Background: an optimization exercise with open tools, aiming at small area and a short achievable clock period. Do not read the settings as production practice. In this exercise RTL edits were held to simulation tests only and were not proved equivalent to the original.

==> flow/design.v (outline; a module is shown in full before it is edited, if it fits) <==
// module mul2: 460 lines
// module mac3_r0: 510 lines
// module fin3_r0: 70 lines
// module mac3_rn: 529 lines
// module fin3_rn: 46 lines
// module systolic_array: 225 lines
module systolic_array #(
    parameter DATA_W = 16,
    parameter DIM = 4
) (
    input  logic clk,
    input  logic rst_n,
    input  logic [DIM*DATA_W-1:0] a_in,
    input  logic [DIM*DATA_W-1:0] b_in,
    input  logic valid_in,
    output logic [DIM*2*DATA_W-1:0] c_out,
    output logic valid_out
);
  // ...
==> flow/run.sh <==
#!/bin/bash
# synth_recipe.tcl (not shown) runs the flow's synth.tcl, then flattens the netlist and writes it again
# the make line also repeats each setting of config.mk as NAME=value (left out here)
make -C /OpenROAD-flow-scripts/flow DESIGN_CONFIG=/design/flow/config.mk WORK_HOME=/design/flow/orfs CLKGATE_MAP_FILE= SYNTH_SCRIPT=/design/flow/synth_recipe.tcl finish
==> flow/config.mk <==
export PLATFORM = sky130hd
export DESIGN_NAME = systolic_array
export DESIGN_NICKNAME = systolic_array
export VERILOG_FILES = /design/flow/design.v
export SDC_FILE = /design/flow/constraint.sdc
export NUM_CORES = 4
export LEC_CHECK = 0
export CAP_MARGIN = 20
export CORE_MARGIN = 2
export CORE_UTILIZATION = 40
export SETUP_SLACK_MARGIN = 5
export SLEW_MARGIN = 20
==> flow/constraint.sdc <==
create_clock -name core_clock -period 9.0 [get_ports {clk}]
set_input_delay 1.8000 -clock core_clock [delete_from_list [all_inputs] [get_ports {clk}]]
set_output_delay 1.8000 -clock core_clock [all_outputs]
set_load 0.01 [all_outputs]
==> flow_metrics.tcl, run 1 <==
set metrics [dict create \
    async_reset_ff_frac 0.197 \
    buffers 584 \
    clk_share 0.0471 \
    grtUsageMet3 0.0275 \
    clkSlewWorstSetupHoldPaths_ns 0.06 \
    area_growth_pct 11.2 \
    cts_root_buf "clkbuf_16" \
    wl_met3_um 19400 \
    met2_usage 0.314 \
    drive_above_1_share 0.0912 \
    hold_path_depth 0 \
    rsz0062_at_grt "yes" \
    cts_hold_buffers 0 \
    placed_area_mm2 0.126 \
    finalWeightedCongestion 0.878 \
    vias_per_cell 5.34 \
    critPathSlowestCell "clkdlybuf4s50_1" \
    synth.largest_area_cell "edfxtp_1" \
    fin_ws_ns 5.01 \
    synth_seq_area_share 0.402 \
    post-route-period-util 0.444 \
    critPathKind "primary input to register" \
    ys_top_cells_by_area "edfxtp_1 33%, fa_1 16%, dfrtp_1 6.8%" \
    tapCellCount 3958 \
    required_ns 9.58 \
    top_layer "met5" \
    crit_cells 12 \
    status "finished clean" \
]
==> run 2: changes to the inputs <==
==> flow/flow/run.sh (new file) <==
#!/bin/bash
set -euo pipefail
bash standard.sh SETUP_SLACK_MARGIN=5.5 finish > standard.log 2>&1
==> flow/standard.sh (new file) <==
#!/bin/bash
# synth_recipe.tcl (not shown) runs the flow's synth.tcl, then flattens the netlist and writes it again
# the make line also repeats each setting of config.mk as NAME=value (left out here)
make -C /OpenROAD-flow-scripts/flow DESIGN_CONFIG=/design/flow/config.mk WORK_HOME=/design/flow/orfs CLKGATE_MAP_FILE= SYNTH_SCRIPT=/design/flow/synth_recipe.tcl "${@:-finish}"
--- a/flow/config.mk
+++ b/flow/config.mk
@@ -10,3 +10,2 @@
 export CORE_UTILIZATION = 40
-export SETUP_SLACK_MARGIN = 5
 export SLEW_MARGIN = 20
removed: flow/run.sh
==> run 2 against run 1 <==
  * Still clean on timing, DRC and antenna
  * Worst hold slack improved by 0.041 ns
  * Register-to-register slack improved by 0.34 ns
  * Utilization rose by 2.8 points
==> flow_metrics.tcl, run 2 <==
set metrics [dict create \
    grt_pass1_vias 84289 \
    synth_top_area_share 0.334 \
    clock_path_buffers 4 \
    finalWeightedCongestion 0.880 \
    finClkSkew_ns 0.0689 \
    dr.pass1.iters 9 \
    grt_overflow 0 \
    largest_reg_flops 79 \
    ys_top_cells_by_area "edfxtp_1 33%, fa_1 16%, dfrtp_1 6.8%" \
    synth.largest_area_cell "edfxtp_1" \
    num-fill-cells 26762 \
    hold_path_depth 0 \
    hold_viol 0 \
    vias_per_cell 5.46 \
    drv_cap 0 \
    final_common_cell "edfxtp_1" \
    muxShareOfSynthArea 0.0630 \
    cts_root_buf "clkbuf_16" \
    synth_adder_area_share 0.205 \
    critPathArrivalTime_ns 4.31 \
    design.die.area_mm2 0.305 \
    synth_xor_xnor_area_share 0.0751 \
    ys_warn_count 1 \
    final.setup.tns_ns 0 \
    yosys-top-cells-count "1337 x edfxtp_1, 1260 x inv_1, 960 x fa_1, 843 x nand2_1, 777 x xor2_1" \
    syn_nets 12749 \
    dp_hpwl_um 214000 \
    ioPinCount 260 \
    nNetsFinal 13089 \
    critPathLaunchType "register" \
    regMostFlops "x0_0_3" \
    critPathSlowestCell "fa_2" \
    r2r_slack_ns 5.41 \
    min_period_ns 3.59 \
    critPathCaptureType "register" \
    rows 201 \
    fp.dieW_um 552 \
    port_buffers 259 \
    grt_max_degree 218 \
    drt-total-wl_um 345000 \
    drive_above_1_share 0.159 \
    tightest_slew_ns 1.15 \
    synthFlopType "edfxtp_1" \
    max_stage_delay_ns 0.57 \
    timing.rr.end "acc1_0_3[29]" \
    required_ns 9.72 \
    cts_tree "built" \
    crit_path_max_fanout 4 \
    die_h_um 552 \
    syn_area_mm2 0.120 \
    remaining_drc_errors 0 \
    synth-edff-count 1337 \
    worstPathCellList "fa_1 > inv_2 > fa_2 > inv_2 > ha_4 > a21o_1 > a21o_1 > a21oi_4 > o2111ai_4 > a211o_1 > nand3_4 > o21bai_4 > xnor2_2 > o21ai_1" \
    fmax_mhz 279 \
    synth_most_common_cell "edfxtp_1" \
    synth_compound_area_frac 0.120 \
    holdPathEnd "bs1_2_1[5]" \
    yosys.area_share.simple 0.0663 \
    synth_seq_area_share 0.402 \
    critPathKind "register to register" \
    post-route-period-util 0.398 \
    ant_nets 0 \
    setup_viol 0 \
    synthCells 11218 \
    vias 85683 \
    final_cell_mix "1337 x edfxtp_1, 1201 x inv_1, 858 x fa_1" \
    fin_cells 15680 \
    area_growth_pct 18.2 \
    timing.rr.start "x0_0_3[38]" \
    cts_buffers 188 \
    clkSlewWorstSetupHoldPaths_ns 0.06 \
    avgSynthCellArea_um2 10.7 \
    reg2reg_depth 14 \
    min-delay-start "bs0_2_1[5]" \
    ys_ff_latch 1665 \
    antenna_found_initial 19 \
    drv_slew 0 \
    coreArea_mm2 0.300 \
    yosysUniqueCellTypes 92 \
    grt_usage 0.215 \
    clock_sinks 1665 \
    utilization 0.475 \
    async_reset_ff_frac 0.197 \
    synth_top_family_by_area "adder cells" \
    grt_pass1_wl_um 517000 \
    start_util 0.402 \
    detail_route.iter0.violations 8597 \
    status "finished clean" \
    dpl.cell_count 14757 \
    clk_latency_ns 0.89 \
    wl_per_cell_um 22.0 \
    maxSlewHeadroom 0.235 \
    rsz0062_at_grt "yes" \
    htreeDepth 4 \
    hold_class "register to register" \
]
run 2: how the worst max path moves through the flow:
stage	end	cells after the start	slack [ns]	startpoint
2_1_floorplan	b0_0_3[0]	1	2.53	v0[3]
3_3_place_gp	x0_0_3[46]	10	4.00	b_in[50]
4_1_cts	acc1_0_3[29]	14	5.38	x0_0_3[39]
3_5_place_dp	bs0_0_1[16]	13	3.98	b_in[16]
6_report	acc1_0_3[29]	14	5.41	x0_0_3[38]
5_1_grt	acc1_0_3[29]	14	5.31	x0_0_3[39]
run 2: per-layer routing:
| metal | vias up | part of all wire | track usage | wire length (um) |
|---|---|---|---|---|
| li1 | 38713 | - | - | - |
| met1 | 42334 | 0.44 | 0.309 | 150000 |
| met2 | 3873 | 0.45 | 0.334 | 154000 |
| met3 | 751 | 0.083 | 0.0347 | 28700 |
| met4 | 12 | 0.035 | 0.0641 | 12000 |
| met5 | - | 0.00021 | 0 | 74 |
run 2: what timing repair did:
action	in CTS	in global routing
pin swaps	62	143
resized for setup	616	452
setup endpoints to repair	453	212
hold endpoints to repair	0	0
gates cloned	64	39
hold buffers	0	0
buffers inserted	268	198
run 2: layout make-up:
type / instances / area (um2) / share of cell area
diodes: 8 / 20.0 / 0.000141
flip-flops and latches: 1665 / 48400 / 0.341
clock buffers: 233 / 5060 / 0.0356
clock inverters: 113 / 1260 / 0.00886
inverters: 1264 / 4870 / 0.0342
well taps: 3958 / 4950 / 0.0348
multi-input cells: 7357 / 65100 / 0.458
repair buffers: 1082 / 12500 / 0.0879
run 2: stage by stage:
| step | setup WS (ns) | instance area, um2 | hold slack (ns) |
|---|---|---|---|
| 4_1_cts | 5.38 | 138000 | 0.372 |
| 5_1_grt | 5.31 | 142000 | 0.398 |
| 6_report | 5.41 | 142000 | 0.366 |
| 3_3_place_gp | 4.00 | 126000 | 0.401 |
| 2_1_floorplan | 2.53 | 120000 | 0.400 |
| 3_5_place_dp | 3.98 | 126000 | 0.405 |
run 2: critical path: cells and delay by family (launching register included):
| kind | cells | cell delay [ns] |
|---|---|---|
| AND/OR/NAND/NOR | 1 | 0.14 |
| flip-flops | 1 | 0.43 |
| adder cells (fa/ha/maj) | 3 | 1.34 |
| AO/OA/AOI/OAI | 7 | 1.21 |
| XOR/XNOR | 1 | 0.21 |
| buffers and inverters | 2 | 0.10 |
run 2: cell families (layout without fill, tap and decap cells):
kind of cell             count (synthesis)  count (layout)
XOR/XNOR                              1032            1032
AND/OR/NAND/NOR                       1872            1876
other                                    0               8
buffers and inverters                 2200            2692
adder cells (fa/ha/maj)               1400            1400
multiplexers                           721             721
AO/OA/AOI/OAI                         2328            2328
flip-flops                            1665            1665
==> run 3: changes to the inputs <==
==> flow/flow/run.sh (replaced) <==
#!/bin/bash
set -euo pipefail
bash standard.sh SETUP_SLACK_MARGIN=5.5 "BUFFER_PORTS_ARGS=-buffer_cell sky130_fd_sc_hd__buf_2" finish > standard.log 2>&1
--- a/flow/config.mk
+++ b/flow/config.mk
@@ -10,2 +10,4 @@
 export CORE_UTILIZATION = 40
+export CTS_BUF_LIST = sky130_fd_sc_hd__clkbuf_8
+export PLACE_DENSITY = 0.7
 export SLEW_MARGIN = 20
==> run 3 against run 2 <==
  * Still clean on timing, DRC and antenna
  * Worst hold slack improved by 0.019 ns
  * Synthesized cell count is the same
  * Non-clock buffer count shrank 146
  * Global-route usage fell by 2.0 points
  * First-iteration DRC count increased by 7.7%
  * Area after synthesis unchanged
  * Clock skew rose by 0.034 ns
  * Critical endpoint is now x0_2_3[28]
==> flow_metrics.tcl, run 3 <==
set metrics [dict create \
    drive_above_1_share 0.162 \
    num-fill-cells 27013 \
    placed_area_mm2 0.125 \
    dpl.cell_count 14733 \
    final.setup.tns_ns 0 \
    ioPinCount 260 \
    clk_latency_ns 1.02 \
    critPathKind "register to register" \
    area_growth_pct 14.2 \
    largest_reg_flops 79 \
    grt_max_degree 170 \
    hold_viol 0 \
    cts_root_buf "clkbuf_8" \
    grt_pass1_wl_um 475000 \
    ant_nets 0 \
    critPathBufInv 3 \
    cts_hold_buffers 0 \
    ys_ff_latch 1665 \
    final_cell_area_mm2 0.137 \
    critPathCaptureType "register" \
    finClkSkew_ns 0.103 \
    max_stage_delay_ns 0.54 \
    synthCells 11218 \
    wl_per_cell_um 20.3 \
    regMostFlops "x0_0_3" \
    grt_pass1_vias 80010 \
    timing.rr.start "a1_2_2[5]" \
    grt_usage 0.196 \
    start_util 0.402 \
    clock_path_buffers 4 \
    final_cell_mix "1337 x edfxtp_1, 1308 x inv_1, 906 x fa_1" \
    crit_path_max_fanout 24 \
    status "finished clean" \
    ys_warn_count 1 \
    avgSynthCellArea_um2 10.7 \
    synth-edff-count 1337 \
    drv_slew 0 \
    vias 83971 \
    rsz0062_at_grt "yes" \
    dp_hpwl_um 199000 \
    crit_start "a1_2_2[5]" \
    yosysUniqueCellTypes 92 \
    worstPathCellList "buf_4 > clkbuf_16 > nor2_1 > a211oi_1 > a21oi_1 > fa_2 > fa_1 > fa_1 > inv_1 > fa_1" \
    post-route-period-util 0.389 \
    min_period_ns 3.50 \
    synthFlopType "edfxtp_1" \
    required_ns 9.67 \
    die_h_um 552 \
    fp.dieW_um 552 \
    port_buffers 259 \
    critPathSlowestCell "fa_1" \
    design.die.area_mm2 0.305 \
    synth_seq_area_share 0.402 \
    drt-total-wl_um 319000 \
    min-delay-start "bs0_1_1[6]" \
    final_common_cell "edfxtp_1" \
    htreeDepth 5 \
    clkSlewWorstSetupHoldPaths_ns 0.06 \
    clock_sinks 1665 \
    fin_cells 15695 \
    hold_class "register to register" \
    syn_nets 12749 \
    async_reset_ff_frac 0.197 \
    antenna_found_initial 25 \
    cts_buffers 286 \
    dr.pass1.iters 7 \
    synth_top_area_share 0.334 \
    remaining_drc_errors 0 \
    drv_cap 0 \
    vias_per_cell 5.35 \
    path_delay_family "adder cells" \
    maxSlewHeadroom 0.249 \
    tightest_slew_ns 1.13 \
    critPathLaunchType "register" \
    rows 201 \
    syn_area_mm2 0.120 \
    ys_top_cells_by_area "edfxtp_1 33%, fa_1 16%, dfrtp_1 6.8%" \
    finalWeightedCongestion 0.872 \
    crit_path_frequent_cell "fa_1" \
    synth_most_common_cell "edfxtp_1" \
    fmax_mhz 285 \
    grt_overflow 0 \
    critPathArrivalTime_ns 4.17 \
    nNetsFinal 13038 \
    synth.largest_area_cell "edfxtp_1" \
    yosys-top-cells-count "1337 x edfxtp_1, 1260 x inv_1, 960 x fa_1, 843 x nand2_1, 777 x xor2_1" \
    detail_route.iter0.violations 9256 \
    setup_viol 0 \
    coreArea_mm2 0.300 \
    cts_tree "built" \
]
## run 3: cell counts after synthesis
No cell type changed its count.
## run 3: layout make-up
type / count / area (um2) / area share
clock inverter: 199 / 1330 / 0.00970
antenna: 8 / 20.0 / 0.000146
inverter: 1264 / 4850 / 0.0353
multi-input combinational: 7354 / 64400 / 0.469
sequential: 1665 / 48400 / 0.353
clock buffer: 311 / 4280 / 0.0312
tap: 3958 / 4950 / 0.0361
timing repair buffer: 936 / 9060 / 0.0660
## run 3: timing repair
item / 4_1_cts / 5_1_grt
cloned: 19 / 50
endpoints found under the setup margin: 274 / 253
resized for setup: 249 / 330
pin swaps: 11 / 63
setup buffers: 174 / 200
hold endpoints to repair: 0 / 0
## run 3: worst paths after layout
check / endpoint / slack (ns) / depth (start not counted)
setup / recovery: x0_2_3[28] / 5.50 / 10
hold / removal: bs1_1_1[6] / 0.39 / 0
setup reg to reg: x0_2_3[28] / 5.50 / 10
hold reg to reg: bs1_1_1[6] / 0.39 / 0
max in group asynchronous: b1_0_2[3] / 6.61 / 3
min in group asynchronous: acc1_2_3[30] / 0.68 / 1
## run 3: kinds of logic (layout without fill, tap and decap cells)
kind of cell	Yosys count	in the layout	synth area share
buffers and inverters	2200	2710	0.0687
AOI/OAI and AO/OA	2328	2328	0.120
xor gates and xnor gates	1032	1032	0.0751
muxes	721	721	0.0630
adders and majority gates	1400	1400	0.205
other	0	8	0
DFF	1665	1665	0.402
and+or+nand+nor	1872	1873	0.0663
## run 3: per-stage QoR
step / hold slack [ns] / setup WS (ns) / utilization
global placement: 0.402 / 4.30 / 0.417
floorplan: 0.400 / 2.53 / -
CTS: 0.382 / 5.41 / 0.446
finish: 0.385 / 5.50 / 0.459
global route: 0.379 / 5.38 / 0.459
detailed placement: 0.405 / 4.28 / 0.417
## run 3: layer usage
metal / part of all wire / vias to the layer above / GRT usage
li1: - / 38623 / -
met1: 0.44 / 40547 / 0.289
met2: 0.44 / 4051 / 0.293
met3: 0.099 / 714 / 0.0368
met4: 0.028 / 36 / 0.0525
met5: 0.00068 / - / 0
==> run 4: changes to the inputs <==
--- a/flow/config.mk
+++ b/flow/config.mk
@@ -11,3 +11,2 @@
 export CTS_BUF_LIST = sky130_fd_sc_hd__clkbuf_8
-export PLACE_DENSITY = 0.7
 export SLEW_MARGIN = 20
==> run 4 against run 3 <==
  * Global-route usage up 1.6 points
  * Critical endpoint is now acc1_0_3[29]
  * Critical path depth up 4
  * Still clean on timing, DRC and antenna
  * Clock skew down 0.012 ns
  * Worst hold slack worse by 0.0049 ns
  * Utilization up 0.60 points
  * First-iteration DRC count down 10%
==> flow_metrics.tcl, run 4 <==
set metrics [dict create \
    status "finished clean" \
    hold_viol 0 \
    grt_pass1_vias 84142 \
    yosysUniqueCellTypes 92 \
    final_common_cell "edfxtp_1" \
    fin_ws_ns 5.43 \
    cts_buffers 303 \
    yosys.area_share.simple 0.0663 \
    vias 85339 \
    clock_path_buffers 4 \
    final_cell_mix "1337 x edfxtp_1, 1309 x inv_1, 903 x fa_1" \
    final.setup.tns_ns 0 \
    min-delay-start "a1_1_1[12]" \
    port_buffers 259 \
    ant_nets 0 \
    cts_tree "built" \
    design.die.area_mm2 0.305 \
    synth_top_family_by_area "adder cells" \
    finalWeightedCongestion 0.880 \
    critPathKind "register to register" \
    detail_route.iter0.violations 8311 \
    nNetsFinal 13112 \
    finClkSkew_ns 0.0915 \
    crit_path_max_fanout 3 \
    ys_top_cells_by_area "edfxtp_1 33%, fa_1 16%, dfrtp_1 6.8%" \
    syn_area_mm2 0.120 \
    critPathLaunchType "register" \
    grt_usage 0.211 \
    dpl.cell_count 14724 \
    clock_sinks 1665 \
    hold_class "register to register" \
    rows 201 \
    grt_max_degree 206 \
    min_period_ns 3.57 \
    synth.largest_area_cell "edfxtp_1" \
    cts_root_buf "clkbuf_8" \
    timing.rr.end "acc1_0_3[29]" \
    drive_above_1_share 0.171 \
    critPathArrivalTime_ns 4.42 \
    post-route-period-util 0.397 \
    r2r_slack_ns 5.43 \
    wl_per_cell_um 21.7 \
    maxSlewHeadroom 0.245 \
    die_h_um 552 \
    drv_slew 0 \
    fin_cells 15799 \
    remaining_drc_errors 0 \
    dp_hpwl_um 214000 \
    grt_pass1_wl_um 510000 \
    drt-total-wl_um 343000 \
    critPathCaptureType "register" \
    start_util 0.402 \
    synth_top_area_share 0.334 \
    yosys-top-cells-count "1337 x edfxtp_1, 1260 x inv_1, 960 x fa_1, 843 x nand2_1, 777 x xor2_1" \
    worstPathCellList "fa_1 > inv_1 > fa_1 > inv_2 > ha_4 > a21o_1 > a21o_1 > a21oi_4 > o2111ai_4 > a211o_1 > nand3_4 > o21bai_4 > xnor2_4 > o21ai_2" \
    critPathSlowestCell "fa_1" \
    synth_xor_xnor_area_share 0.0751 \
    rsz0062_at_grt "yes" \
    largest_reg_flops 79 \
    synth-edff-count 1337 \
    dr.pass1.iters 6 \
    reg2reg_depth 14 \
    synth_compound_area_frac 0.120 \
    synth_most_common_cell "edfxtp_1" \
    regMostFlops "x0_0_3" \
    area_growth_pct 15.6 \
    grt_overflow 0 \
    required_ns 9.85 \
    async_reset_ff_frac 0.197 \
    syn_nets 12749 \
    muxShareOfSynthArea 0.0630 \
    vias_per_cell 5.40 \
    synthFlopType "edfxtp_1" \
    ioPinCount 260 \
    synth_seq_area_share 0.402 \
    drv_cap 0 \
    antenna_found_initial 27 \
    fmax_mhz 280 \
    ys_warn_count 1 \
    clkSlewWorstSetupHoldPaths_ns 0.06 \
    coreArea_mm2 0.300 \
    ys_ff_latch 1665 \
    synth_adder_area_share 0.205 \
    avgSynthCellArea_um2 10.7 \
    tightest_slew_ns 1.13 \
    fp.dieW_um 552 \
    pre_cts_slack_ns 4.27 \
    synthCells 11218 \
    hold_path_depth 0 \
    clk_latency_ns 1.04 \
    htreeDepth 5 \
    setup_viol 0 \
    max_stage_delay_ns 0.54 \
    holdPathEnd "a0_1_2[12]" \
    num-fill-cells 27241 \
    timing.rr.start "x0_0_3[39]" \
]
run 4: through the flow:
step / instance area [um2] / utilization / hold WS [ns]
after floorplan: 120000 / - / 0.400
after global placement: 125000 / 0.417 / 0.401
after detailed placement: 125000 / 0.417 / 0.405
after CTS: 135000 / 0.450 / 0.382
after global routing: 139000 / 0.465 / 0.394
final: 139000 / 0.465 / 0.380
run 4: what timing repair did:
item                       CTS  global route
cloned                      27            58
setup endpoints to repair  316           195
hold buffers                 0             0
buffers inserted           214           210
resized for setup          310           355
pin swaps                   26            79
run 4: cell families (layout without fill, tap and decap cells):
| group | count (synthesis) | count (layout) |
|---|---|---|
| multiplexers | 721 | 721 |
| other | 0 | 11 |
| adder cells (fa/ha/maj) | 1400 | 1400 |
| flip-flops | 1665 | 1665 |
| AND/OR/NAND/NOR | 1872 | 1875 |
| AO/OA/AOI/OAI | 2328 | 2328 |
| buffers and inverters | 2200 | 2809 |
| XOR/XNOR | 1032 | 1032 |
run 4: final cells by class:
cell class | count | area, um2 | area share
inverters | 1264 | 4870 | 0.0350
flip-flops and latches | 1665 | 48400 | 0.348
repair buffers | 991 | 10200 | 0.0735
multi-input cells | 7356 | 64700 | 0.465
clock inverters | 230 | 1520 | 0.0109
well taps | 3958 | 4950 | 0.0356
clock buffers | 324 | 4460 | 0.0320
diodes | 11 | 27.5 | 0.000198
run 4: worst max-delay path: cells and delay by family (launching register included):
family                     cells  cell delay [ns]
xor gates and xnor gates       1             0.27
AOI/OAI and AO/OA              7             1.25
DFF                            1             0.41
buffers and inverters          2             0.10
adders and majority gates      3             1.25
and+or+nand+nor                1             0.12
run 4: worst max-delay path by stage:
stage / from / to / slack (ns) / cells past startpoint
finish: x0_0_3[39] / acc1_0_3[29] / 5.43 / 14
global route: x0_0_3[39] / acc1_0_3[27] / 5.31 / 14
CTS: acc1_0_3[31] / c_out[31] / 5.36 / 1
detailed placement: b_in[50] / x0_0_3[46] / 4.27 / 9
global placement: b_in[50] / x0_0_3[46] / 4.24 / 9
floorplan: v0[3] / b0_0_3[0] / 2.53 / 1
run 4: metal layers:
metal | vias to the layer above | global-route usage | routed length [um]
met5 | - | 0 | 90
met4 | 14 | 0.0615 | 10200
met3 | 714 | 0.0353 | 28100
met2 | 3688 | 0.328 | 154000
met1 | 42128 | 0.302 | 151000
li1 | 38795 | - | -
==> run 5: changes to the inputs <==
--- a/flow/config.mk
+++ b/flow/config.mk
@@ -11,2 +11,3 @@
 export CTS_BUF_LIST = sky130_fd_sc_hd__clkbuf_8
+export PLACE_DENSITY = 0.8
 export SLEW_MARGIN = 20
==> run 5 against run 4 <==
  * Worst hold slack worse by 0.049 ns
  * Global-route usage decreased by 1.5 points
  * Utilization decreased by 0.40 points
  * Sequential cell count is the same
  * Clock-buffer cell count is 10 lower
  * First-iteration DRC count up 29%
  * Area after synthesis unchanged
  * Non-clock buffer count shrank 48
  * Cell count decreased by 0.53%
  * Critical path type is now register to output pin
  * Highest routed layer unchanged
==> flow_metrics.tcl, run 5 <==
set metrics [dict create \
    clk_latency_ns 1.00 \
    ys_ff_latch 1665 \
    wl_met3_um 36600 \
    tightest_slew_ns 1.18 \
    grt_overflow 0 \
    wl_met1_um 131000 \
    cts_root_buf "clkbuf_8" \
    clkSlewWorstSetupHoldPaths_ns 0.07 \
    remaining_drc_errors 0 \
    area_growth_pct 14.6 \
    synth_top_area_share 0.334 \
    critPathKind "register to output pin" \
    crit_start "acc1_0_3[31]" \
    grt_max_degree 177 \
    nNetsFinal 13046 \
    finalWeightedCongestion 0.910 \
    async_reset_ff_frac 0.197 \
    crit_path_end "c_out[31]" \
    vias 86776 \
    syn_nets 12749 \
    timing.rr.end "x0_2_3[35]" \
    grt_pass1_wl_um 479000 \
    synth_most_common_cell "edfxtp_1" \
    fmax_mhz 281 \
    final_common_cell "edfxtp_1" \
    synthFlopType "edfxtp_1" \
    critPathSlowestCell "dfrtp_4" \
    critPathCaptureType "output pin" \
    clock_sinks 1665 \
    ioPinCount 260 \
    start_util 0.402 \
    port_buffers 259 \
    antenna_found_initial 35 \
    required_ns 7.20 \
    drv_cap 0 \
    setup_viol 0 \
    critPathLaunchType "register" \
    synthCells 11218 \
    ys_warn_count 1 \
    grt_pass1_vias 82353 \
    hold_viol 0 \
    syn_area_mm2 0.120 \
    wl_met2_um 143000 \
    vias_per_cell 5.52 \
    utilization 0.461 \
    maxSlewHeadroom 0.216 \
    holdWs_ns 0.332 \
    crit_path_max_fanout 2 \
    avgSynthCellArea_um2 10.7 \
    wl_per_cell_um 20.7 \
    yosys-top-cells-count "1337 x edfxtp_1, 1260 x inv_1, 960 x fa_1, 843 x nand2_1, 777 x xor2_1" \
    grt_usage 0.196 \
    max_stage_delay_ns 0.58 \
    ys_top_cells_by_area "edfxtp_1 33%, fa_1 16%, dfrtp_1 6.8%" \
    coreArea_mm2 0.300 \
    cts_hold_buffers 0 \
    detail_route.iter0.violations 10738 \
    largest_reg_flops 79 \
    timing.rr.start "a1_2_2[11]" \
    critPathBufInv 1 \
    cts_buffers 285 \
    top_layer "met5" \
    synth-edff-count 1337 \
    critPathArrivalTime_ns 1.75 \
    regMostFlops "x0_0_3" \
    post-route-period-util 0.395 \
    dp_hpwl_um 198000 \
    die_h_um 552 \
    synth_seq_area_share 0.402 \
    rows 201 \
    path_delay_family "flip-flops" \
    num-fill-cells 25726 \
    synth.largest_area_cell "edfxtp_1" \
    yosysUniqueCellTypes 92 \
    crit_cells 1 \
    htreeDepth 5 \
    finClkSkew_ns 0.119 \
    rsz0062_at_grt "yes" \
    design.die.area_mm2 0.305 \
    final_cell_mix "1337 x edfxtp_1, 1288 x inv_1, 902 x fa_1" \
    cts_tree "built" \
    fp.dieW_um 552 \
    ant_nets 0 \
    hold_class "register to register" \
    reg2reg_depth 12 \
    worstPathCellList "buf_6" \
    status "finished clean" \
    min_period_ns 3.55 \
    drive_above_1_share 0.164 \
    clock_path_buffers 4 \
    r2r_slack_ns 5.46 \
    final.setup.tns_ns 0 \
    drt-total-wl_um 326000 \
    drv_slew 0 \
    dr.pass1.iters 8 \
]
-- run 5: through the flow --
stage / instance area, um2 / worst slack (ns) / std cells
2_1_floorplan: 120000 / 2.53 / 11218
3_3_place_gp: 125000 / 4.30 / 14708
3_5_place_dp: 125000 / 4.31 / 14708
4_1_cts: 134000 / 5.37 / 15423
5_1_grt: 138000 / 5.34 / 15713
6_report: 138000 / 5.45 / 15716
-- run 5: worst min-delay path by stage --
stage | start | end | cells after the start
6_report | bs0_2_1[14] | bs1_2_1[14] | 0
5_1_grt | bs0_2_1[12] | bs1_2_1[12] | 0
4_1_cts | bs0_2_1[14] | bs1_2_1[14] | 0
3_5_place_dp | a1_0_0[13] | a0_0_1[13] | 0
3_3_place_gp | a0_2_0[8] | a1_2_0[8] | 0
2_1_floorplan | a1_0_0[0] | a0_0_1[0] | 0
-- run 5: final cells by class --
cell class | instances | area [um2] | share of cell area
Timing Repair Buffer | 943 | 9400 | 0.0681
Tap cell | 3958 | 4950 | 0.0359
Inverter | 1264 | 4850 | 0.0352
Sequential cell | 1665 | 48500 | 0.351
Antenna cell | 17 | 42.5 | 0.000308
Clock inverter | 199 | 1460 | 0.0106
Timing Repair inverter | 1 | 7.51 | 0.0000544
Multi-Input combinational cell | 7355 | 64400 | 0.467
Clock buffer | 314 | 4320 | 0.0313
-- run 5: cells by family (layout without fill, tap and decap cells) --
family	Yosys count	in the layout	synth area share
AO/OA/AOI/OAI	2328	2329	0.120
XOR/XNOR	1032	1032	0.0751
AND/OR/NAND/NOR	1872	1873	0.0663
other	0	17	0
adder cells (fa/ha/maj)	1400	1400	0.205
multiplexers	721	721	0.0630
buffers and inverters	2200	2721	0.0687
flip-flops	1665	1665	0.402
-- run 5: per-layer routing --
layer,up-vias,track usage
met5,-,0
met4,58,0.0673
met3,1171,0.0412
met2,5214,0.299
met1,41700,0.277
li1,38633,-
-- run 5: timing repair --
action	in CTS	in global routing
pin swaps	10	71
gates resized for setup	249	348
setup buffers	180	222
setup endpoints to repair	362	352
cloned	22	53
-- run 5: worst register-to-register path, cell delays in order, from the launching register on --
cell and delay [ns]:
edfxtp_1 0.43, buf_12 0.15, clkinvlp_4 0.07, buf_4 0.16
a211oi_1 0.29, a21oi_1 0.12, fa_2 0.56, inv_1 0.06
fa_1 0.42, inv_1 0.08, fa_1 0.43, inv_2 0.10
fa_1 0.38
==> run 6: changes to the inputs <==
--- a/flow/config.mk
+++ b/flow/config.mk
@@ -9,5 +9,5 @@
 export CORE_MARGIN = 2
-export CORE_UTILIZATION = 40
+export CORE_UTILIZATION = 50
 export CTS_BUF_LIST = sky130_fd_sc_hd__clkbuf_8
-export PLACE_DENSITY = 0.8
+export PLACE_DENSITY = 0.7
 export SLEW_MARGIN = 20
==> run 6 against run 5 <==
  * Still clean on timing, DRC and antenna
  * First-iteration DRC count decreased by 15%
  * Wire length increased by 2.7%
  * Utilization increased by 12 points
  * Global-route usage increased by 6.0 points
  * Die area decreased by 20%
  * Area after synthesis unchanged
  * Non-clock buffer count increased by 54
  * Cell count decreased by 4.6%
  * Synthesized cell count unchanged
  * Critical path type is now register to register
==> flow_metrics.tcl, run 6 <==
set metrics [dict create \
    status "finished clean" \
    dp_hpwl_um 206000 \
    antenna_found_initial 13 \
    syn_area_mm2 0.120 \
    coreArea_mm2 0.240 \
    synth-edff-count 1337 \
    rows 180 \
    ys_warn_count 1 \
    yosysUniqueCellTypes 92 \
    post-route-period-util 0.400 \
    cts_root_buf "clkbuf_8" \
    htreeDepth 5 \
    cts_tree "built" \
    grt_pass1_vias 84661 \
    setup_viol 0 \
    synthCells 11218 \
    syn_nets 12749 \
    tightest_slew_ns 1.05 \
    synth_seq_area_share 0.402 \
    max_stage_delay_ns 0.52 \
    critPathLaunchType "register" \
    pre_cts_slack_ns 4.30 \
    dr.pass1.iters 8 \
    hold_viol 0 \
    regMostFlops "x0_0_3" \
    final_common_cell "edfxtp_1" \
    port_buffers 259 \
    ant_nets 0 \
    wl_per_cell_um 22.3 \
    ys_ff_latch 1665 \
    synth.largest_area_cell "edfxtp_1" \
    critPathCaptureType "register" \
    detail_route.iter0.violations 9094 \
    min_period_ns 3.60 \
    drt-total-wl_um 334000 \
    fin_ws_ns 5.40 \
    fp.dieW_um 495 \
    critPathArrivalTime_ns 4.48 \
    wl_met2_um 151000 \
    nNetsFinal 13119 \
    ys_top_cells_by_area "edfxtp_1 33%, fa_1 16%, dfrtp_1 6.8%" \
    final_cell_mix "1337 x edfxtp_1, 1302 x inv_1, 890 x fa_1" \
    synth_most_common_cell "edfxtp_1" \
    clock_sinks 1665 \
    largest_reg_flops 79 \
    start_util 0.502 \
    clk_latency_ns 1.09 \
    synth_top_area_share 0.334 \
    final.setup.tns_ns 0 \
    drive_above_1_share 0.172 \
    cts_hold_buffers 0 \
    clkSlewWorstSetupHoldPaths_ns 0.07 \
    synthFlopType "edfxtp_1" \
    critPathKind "register to register" \
    wl_met1_um 137000 \
    fin_cells 14996 \
    finalWeightedCongestion 0.908 \
    ioPinCount 260 \
    async_reset_ff_frac 0.197 \
    maxSlewHeadroom 0.301 \
    drv_slew 0 \
    vias 86882 \
    design.die.area_mm2 0.245 \
    required_ns 9.88 \
    cts_buffers 304 \
    grt_overflow 0 \
    vias_per_cell 5.79 \
    fmax_mhz 278 \
    yosys-top-cells-count "1337 x edfxtp_1, 1260 x inv_1, 960 x fa_1, 843 x nand2_1, 777 x xor2_1" \
    worstPathCellList "fa_1 > inv_1 > fa_1 > inv_2 > ha_4 > a21o_1 > a21o_1 > a21oi_4 > o2111ai_4 > a211o_1 > nand3_4 > buf_6 > xor2_4 > o21ai_1" \
    top_layer "met5" \
    grt_pass1_wl_um 492000 \
    rsz0062_at_grt "yes" \
    critPathSlowestCell "fa_1" \
    finClkSkew_ns 0.0809 \
    dpl.cell_count 13946 \
    avgSynthCellArea_um2 10.7 \
    hold_class "register to register" \
    clock_path_buffers 4 \
    grt_max_degree 167 \
    wl_met3_um 33700 \
    grt_usage 0.256 \
    crit_path_max_fanout 3 \
    die_h_um 495 \
    remaining_drc_errors 0 \
    area_growth_pct 14.8 \
    drv_cap 0 \
]
run 6: cell counts after synthesis:
Identical to the previous run, type by type.
run 6: cell type report:
cell class | count | area, um2
sequential | 1665 | 48500
clock inverter | 199 | 1450
fill | 19438 | 102000
timing repair buffer | 997 | 10100
tap | 3185 | 3990
clock buffer | 327 | 4500
antenna | 3 | 7.51
multi-input combinational | 7356 | 64800
inverter | 1264 | 4860
run 6: critical path, delay by kind of cell (launching register included):
kind / cells / cell delay (ns)
flops: 1 / 0.48
compound gates: 6 / 1.17
xor+xnor: 1 / 0.24
fa+ha+maj: 3 / 1.23
simple gates: 1 / 0.11
buf+inv: 3 / 0.22
run 6: logic make-up (layout without fill, tap and decap cells):
| kind of cell | count (synthesis) | count (layout) | share of synthesized area |
|---|---|---|---|
| and+or+nand+nor | 1872 | 1875 | 0.0663 |
| buffers and inverters | 2200 | 2787 | 0.0687 |
| AOI/OAI and AO/OA | 2328 | 2328 | 0.120 |
| xor gates and xnor gates | 1032 | 1032 | 0.0751 |
| muxes | 721 | 721 | 0.0630 |
| DFF | 1665 | 1665 | 0.402 |
| adders and majority gates | 1400 | 1400 | 0.205 |
| other | 0 | 3 | 0 |
run 6: per-layer routing:
layer / vias up / track usage
met4: 10 / 0.0856
li1: 38767 / -
met3: 1009 / 0.0504
met1: 42444 / 0.361
met5: - / 0
met2: 4652 / 0.397
run 6: timing repair:
action,CTS,global route
endpoints found under the hold margin,0,0
pin swaps,17,96
endpoints found under the setup margin,324,201
gates resized for setup,311,384
gates cloned,26,61
buffers inserted,234,200
run 6: metrics by stage:
stage,instance area (um2),hold slack (ns),util
floorplan,120000,0.400,-
global placement,124000,0.401,0.517
finish,138000,0.365,0.576
CTS,134000,0.361,0.558
detailed placement,124000,0.405,0.517
global route,138000,0.367,0.576
run 6: path summary, 6_finish.rpt:
kind	startpoint	endpoint	slack [ns]	cells after the start
min in group asynchronous	rst_n	acc1_3_3[17]	0.73	1
max in group asynchronous	rst_n	b1_0_1[0]	6.83	2
worst max-delay path	x0_0_3[39]	acc1_0_3[27]	5.40	14
worst max register to register	x0_0_3[39]	acc1_0_3[27]	5.40	14
worst min register to register	a1_3_0[1]	a0_3_1[1]	0.36	0
worst min-delay path	a1_3_0[1]	a0_3_1[1]	0.36	0

-- what the ideal ports hide --
The flow's constraints put no driver on any port. The routed layouts listed below were extracted and timed again, unchanged, in two steps.
Step 1 assumes that a clkbuf_16 drives the clock port and a buf_2 every other input.
Step 2 moves the port delays by t, midway between the first and last clock arrival at a register: inputs arrive t later, outputs are due t later. That takes back most of the time a late clock gives input paths.
Three values: ideal ports, drivers, drivers and shift; two values: the first two.
| run | t, ns | setup WS [ns] | hold WS [ns] | worst slew at a driven data input, ns | pins driven straight from the clock port |
|---|---|---|---|---|---|
| run 1 | 0.963 | 5.008 / 5.036 / 4.130 | 0.325 / 0.325 / 0.325 | 0.24 | 1 |
| run 2 | 0.968 | 5.414 / 5.414 / 4.576 | 0.366 / 0.366 / 0.366 | 0.26 | 1 |
| run 3 | 1.056 | 5.497 / 5.405 / 4.515 | 0.385 / 0.385 / 0.385 | 0.12 | 1 |
| run 4 | 1.088 | 5.430 / 5.392 / 4.508 | 0.380 / 0.380 / 0.380 | 0.20 | 1 |
| run 5 | 1.033 | 5.446 / 5.354 / 4.466 | 0.332 / 0.332 / 0.332 | 0.11 | 1 |
| run 6 | 1.120 | 5.403 / 5.403 / 4.421 | 0.365 / 0.365 / 0.365 | 0.12 | 1 |
After both steps setup and hold are still met in every run listed.
